Background: an optimization exercise with open tools, aiming at small area. Do not read the settings as production practice. In this exercise RTL edits were held to simulation tests only and were not proved equivalent to the original. Power figures rest on the tool's default switching activity, not on a simulated workload.

==> willow <==
Design stopwatch, start of the top module:
module stopwatch(input CLOCK, input rst, input tick, input SW1, SW0, SW2, SW3, SW4, input [3:0] layer, input [31:0] x, y, output [15:0] oled_data);
    reg [2:0] t;
    reg [2:0] m;
    reg [3:0] u;
    reg [5:0] cnt;
    reg g;
    reg r;
    reg b;
  ...
export LEC_CHECK = 0
export ABC_AREA = 1
export CAP_MARGIN = 20
export CORE_MARGIN = 2
export CORE_UTILIZATION = 40
export CTS_BUF_LIST = sky130_fd_sc_hd__clkbuf_4
export CTS_CLUSTER_SIZE = 20
export SLEW_MARGIN = 20
create_clock -name core_clock -period 10.0 [get_ports {CLOCK}]
standard.sh (not shown) runs the stock make flow with config.mk's settings and CLKGATE_MAP_FILE= SYNTH_SCRIPT=/design/flow/synth_recipe.tcl, a recipe that flattens the netlist after the stock synthesis.
==> flow/flow/run.sh <==
#!/bin/bash
# Own layout flow: the standard ORFS flow (the standard.sh), with three changes:
#  1. synthesis maps the logic with an area-oriented ABC recipe (flow/abc_area.script, used
#     through ABC_AREA=1 from a copy of ORFS's scripts folder); the rest of the synthesis
#     script is ORFS's own, so registers keep their names and cell types;
#  2. synthesis does not extract half/full adders (ADDER_MAP_FILE empty), so ABC maps all logic;
#  3. ports are buffered with sky130_fd_sc_hd__buf_1 instead of the cell buffer_ports picks.
# Each step's full output goes to its own log file in the work folder.
set -euo pipefail
W=$(pwd)
rm -rf "$W/scripts_mod"
cp -r "$FLOW_HOME/scripts" "$W/scripts_mod"
cp "$W/flow/abc_area.script" "$W/scripts_mod/abc_area.script"
SCRIPTS_DIR="$W/scripts_mod" ADDER_MAP_FILE= bash standard.sh synth > "$W/flow_synth.log" 2>&1
CTS_ARGS="-buf_list sky130_fd_sc_hd__clkbuf_8 -root_buf sky130_fd_sc_hd__clkbuf_8 -dont_use_dummy_load -sink_clustering_enable -sink_clustering_size 30 -sink_clustering_max_diameter 1000 -repair_clock_nets" BUFFER_PORTS_ARGS="-buffer_cell sky130_fd_sc_hd__buf_1" bash standard.sh > "$W/flow_layout.log" 2>&1
==> flow/flow/abc_area.script <==
strash
dc2
balance
rewrite
refactor
balance
rewrite
rewrite -z
balance
refactor -z
rewrite -z
balance
dc2
balance -l
resub -K 6 -l
rewrite -l
resub -K 6 -N 2 -l
refactor -l
resub -K 8 -l
balance -l
resub -K 8 -N 2 -l
rewrite -l
resub -K 10 -l
rewrite -z -l
resub -K 10 -N 2 -l
balance -l
resub -K 12 -l
refactor -z -l
resub -K 12 -N 2 -l
rewrite -z -l
balance -l
balance
rewrite
refactor
balance
rewrite
rewrite -z
balance
refactor -z
rewrite -z
balance
balance -l
resub -K 6 -l
rewrite -l
resub -K 6 -N 2 -l
refactor -l
resub -K 8 -l
balance -l
resub -K 8 -N 2 -l
rewrite -l
resub -K 10 -l
rewrite -z -l
resub -K 10 -N 2 -l
balance -l
resub -K 12 -l
refactor -z -l
resub -K 12 -N 2 -l
rewrite -z -l
balance -l
&get -n
&dch -f
&nf -p -a -R 1000
&put
topo
==> inputs of violet, as changes to willow <==
--- a/flow/flow/run.sh
+++ b/flow/flow/run.sh
@@ -13,3 +13,3 @@
 cp "$W/flow/abc_area.script" "$W/scripts_mod/abc_area.script"
 SCRIPTS_DIR="$W/scripts_mod" ADDER_MAP_FILE= bash standard.sh synth > "$W/flow_synth.log" 2>&1
-CTS_ARGS="-buf_list sky130_fd_sc_hd__clkbuf_8 -root_buf sky130_fd_sc_hd__clkbuf_8 -dont_use_dummy_load -sink_clustering_enable -sink_clustering_size 30 -sink_clustering_max_diameter 1000 -repair_clock_nets" BUFFER_PORTS_ARGS="-buffer_cell sky130_fd_sc_hd__buf_1" bash standard.sh > "$W/flow_layout.log" 2>&1
+CTS_ARGS="-buf_list sky130_fd_sc_hd__clkbuf_4 -dont_use_dummy_load -sink_clustering_enable -sink_clustering_size 20 -repair_clock_nets" BUFFER_PORTS_ARGS="-buffer_cell sky130_fd_sc_hd__buf_1" bash standard.sh > "$W/flow_layout.log" 2>&1
==> results.txt <==
- In synthesized cell count, willow and violet do not differ.
- Against willow, the routed wire length of violet is higher by about 0.3%.
- Between willow and violet, the lower global-route usage is in violet (gap 0.17 points).
- In willow the setup slack is lower than in violet, by 23 ps.
- In area after synthesis, violet and willow do not differ.
- Cell count is the same in violet and willow.
- Combinational power is about the same in willow and violet.
- In violet the first-iteration DRC count is lower than in willow, by about 10%.
==> figures <==
|  | willow | violet |
|---|---|---|
| Run status | complete, no violations | complete, no violations |
| Flop2flop setup slack | 7190 ps | 7180 ps |
| Part of the cycle the worst path needs | 50.0% | 49.7% |
| Router iterations before antenna repair | 4 | 5 |
| Final Util | 44.1% | 43.6% |
| Source-to-sink clock delay at the later pin of the worst-skew pair | 260 ps | 310 ps |
| Via density per instance | 5.67 | 5.71 |
| Setup Skew | 17.0 ps | 32.2 ps |
| Relative area of clock buffers and inverters in the final design | 2.38% | 1.31% |
| Shortest clock period the worst path allows after layout | 5000 ps | 4970 ps |
| Fraction of area in multi-input gates | 63.1% | 63.8% |
| Clock network fraction of total power | 28.3% | 22.2% |
| WL per Instance | 12.4 um | 12.4 um |
| Power share of the combinational group | 28.4% | 30.8% |
| Slew @ Worst Pin | 735 ps | 740 ps |
| Detailed-routing wirelength on met1 | 1850 um | 1920 um |
| Clock transition at the registers of the reported paths | 80 ps | 120 ps |

========
==> run a: inputs <==
Another version of the RTL of stopwatch (not shown whole).
export LEC_CHECK = 0
export ABC_AREA = 1
export CAP_MARGIN = 20
export CORE_MARGIN = 2
export CORE_UTILIZATION = 40
export CTS_BUF_LIST = sky130_fd_sc_hd__clkbuf_4
export CTS_CLUSTER_SIZE = 20
export SLEW_MARGIN = 20
create_clock -name core_clock -period 10.0 [get_ports {CLOCK}]
==> flow/flow/run.sh <==
#!/bin/bash
# Own layout flow: the standard ORFS flow (the standard.sh), with three changes:
#  1. synthesis maps the logic with an area-oriented ABC recipe (flow/abc_area.script, used
#     through ABC_AREA=1 from a copy of ORFS's scripts folder); the rest of the synthesis
#     script is ORFS's own, so registers keep their names and cell types;
#  2. synthesis does not extract half/full adders (ADDER_MAP_FILE empty), so ABC maps all logic;
#  3. ports are buffered with sky130_fd_sc_hd__buf_1 instead of the cell buffer_ports picks.
# Each step's full output goes to its own log file in the work folder.
set -euo pipefail
W=$(pwd)
rm -rf "$W/scripts_mod"
cp -r "$FLOW_HOME/scripts" "$W/scripts_mod"
cp "$W/flow/abc_area.script" "$W/scripts_mod/abc_area.script"
SCRIPTS_DIR="$W/scripts_mod" ADDER_MAP_FILE= bash standard.sh synth > "$W/flow_synth.log" 2>&1
BUFFER_PORTS_ARGS="-buffer_cell sky130_fd_sc_hd__buf_1" bash standard.sh > "$W/flow_layout.log" 2>&1
==> flow/flow/abc_area.script <==
strash
dc2
balance
rewrite
refactor
balance
rewrite
rewrite -z
balance
refactor -z
rewrite -z
balance
dc2
balance -l
resub -K 6 -l
rewrite -l
resub -K 6 -N 2 -l
refactor -l
resub -K 8 -l
balance -l
resub -K 8 -N 2 -l
rewrite -l
resub -K 10 -l
rewrite -z -l
resub -K 10 -N 2 -l
balance -l
resub -K 12 -l
refactor -z -l
resub -K 12 -N 2 -l
rewrite -z -l
balance -l
balance
rewrite
refactor
balance
rewrite
rewrite -z
balance
refactor -z
rewrite -z
balance
balance -l
resub -K 6 -l
rewrite -l
resub -K 6 -N 2 -l
refactor -l
resub -K 8 -l
balance -l
resub -K 8 -N 2 -l
rewrite -l
resub -K 10 -l
rewrite -z -l
resub -K 10 -N 2 -l
balance -l
resub -K 12 -l
refactor -z -l
resub -K 12 -N 2 -l
rewrite -z -l
balance -l
&get -n
&dch
&nf -p -a -R 1000 -E 100 -F 8 -A 8
&put
topo
==> run b (differences from run a) <==
--- a/flow/flow/abc_area.script
+++ b/flow/flow/abc_area.script
@@ -58,7 +58,6 @@
 rewrite -z -l
 balance -l
 &get -n
-&dch
-&nf -p -a -R 1000 -E 100 -F 8 -A 8
+&nf -p -a -R 1000 -E 100
 &put
 topo
==> notes <==
- Worst setup slack: run b is worse than run a (0.29 ns).
- Run b went through all stages and came out clean. Run a finished clean.
- Between run a and run b, the lower cell count is in run b (gap about 2.8%, measured against run b).
- Sequential share of layout area: run b is higher than run a (0.24 points).
- Between run a and run b, the lower clock skew is in run b (gap 0.0021 ns).
- Between run a and run b, the lower power is in run a (gap 2.4%, measured against run b).

## re-timing with driven ports
Ports are ideal in the flow. The routed layouts listed here were re-timed in OpenROAD. Step 1 (the two cells are an assumption about what drives the block):
set clk [get_ports {CLOCK}]
set_driving_cell -lib_cell sky130_fd_sc_hd__clkbuf_16 $clk
set_driving_cell -lib_cell sky130_fd_sc_hd__buf_2 [delete_from_list [all_inputs] $clk]
Step 2 times the ports against the registers' clock, not the clock port: input delays grow and output delays shrink by t, the midpoint of the rising clock arrivals with the driver on. a / b / c = ideal / step 1 / step 2; a / b = the first two.
| run | t (ns) | slack for setup (ns) | worst setup path at the end | worst register clock-pin slew, ns | cell pins on the clock port's net |
|---|---|---|---|---|---|
| willow | 0.280 | 5.004 / 4.999 / 4.719 | input to register | 0.08 / 0.08 | 1 |
| violet | 0.316 | 5.027 / 5.020 / 4.704 | input to register | 0.12 / 0.12 | 1 |
| run a | 0.311 | 4.768 / 4.765 / 4.453 | input to register | 0.11 / 0.11 | 1 |
| run b | 0.321 | 4.480 / 4.479 / 4.158 | input to register | 0.12 / 0.12 | 1 |
After both steps every run listed still meets setup and hold. The setup slack of violet, which loses most, moves by -0.007 ns with the drivers and by -0.323 ns with both steps.
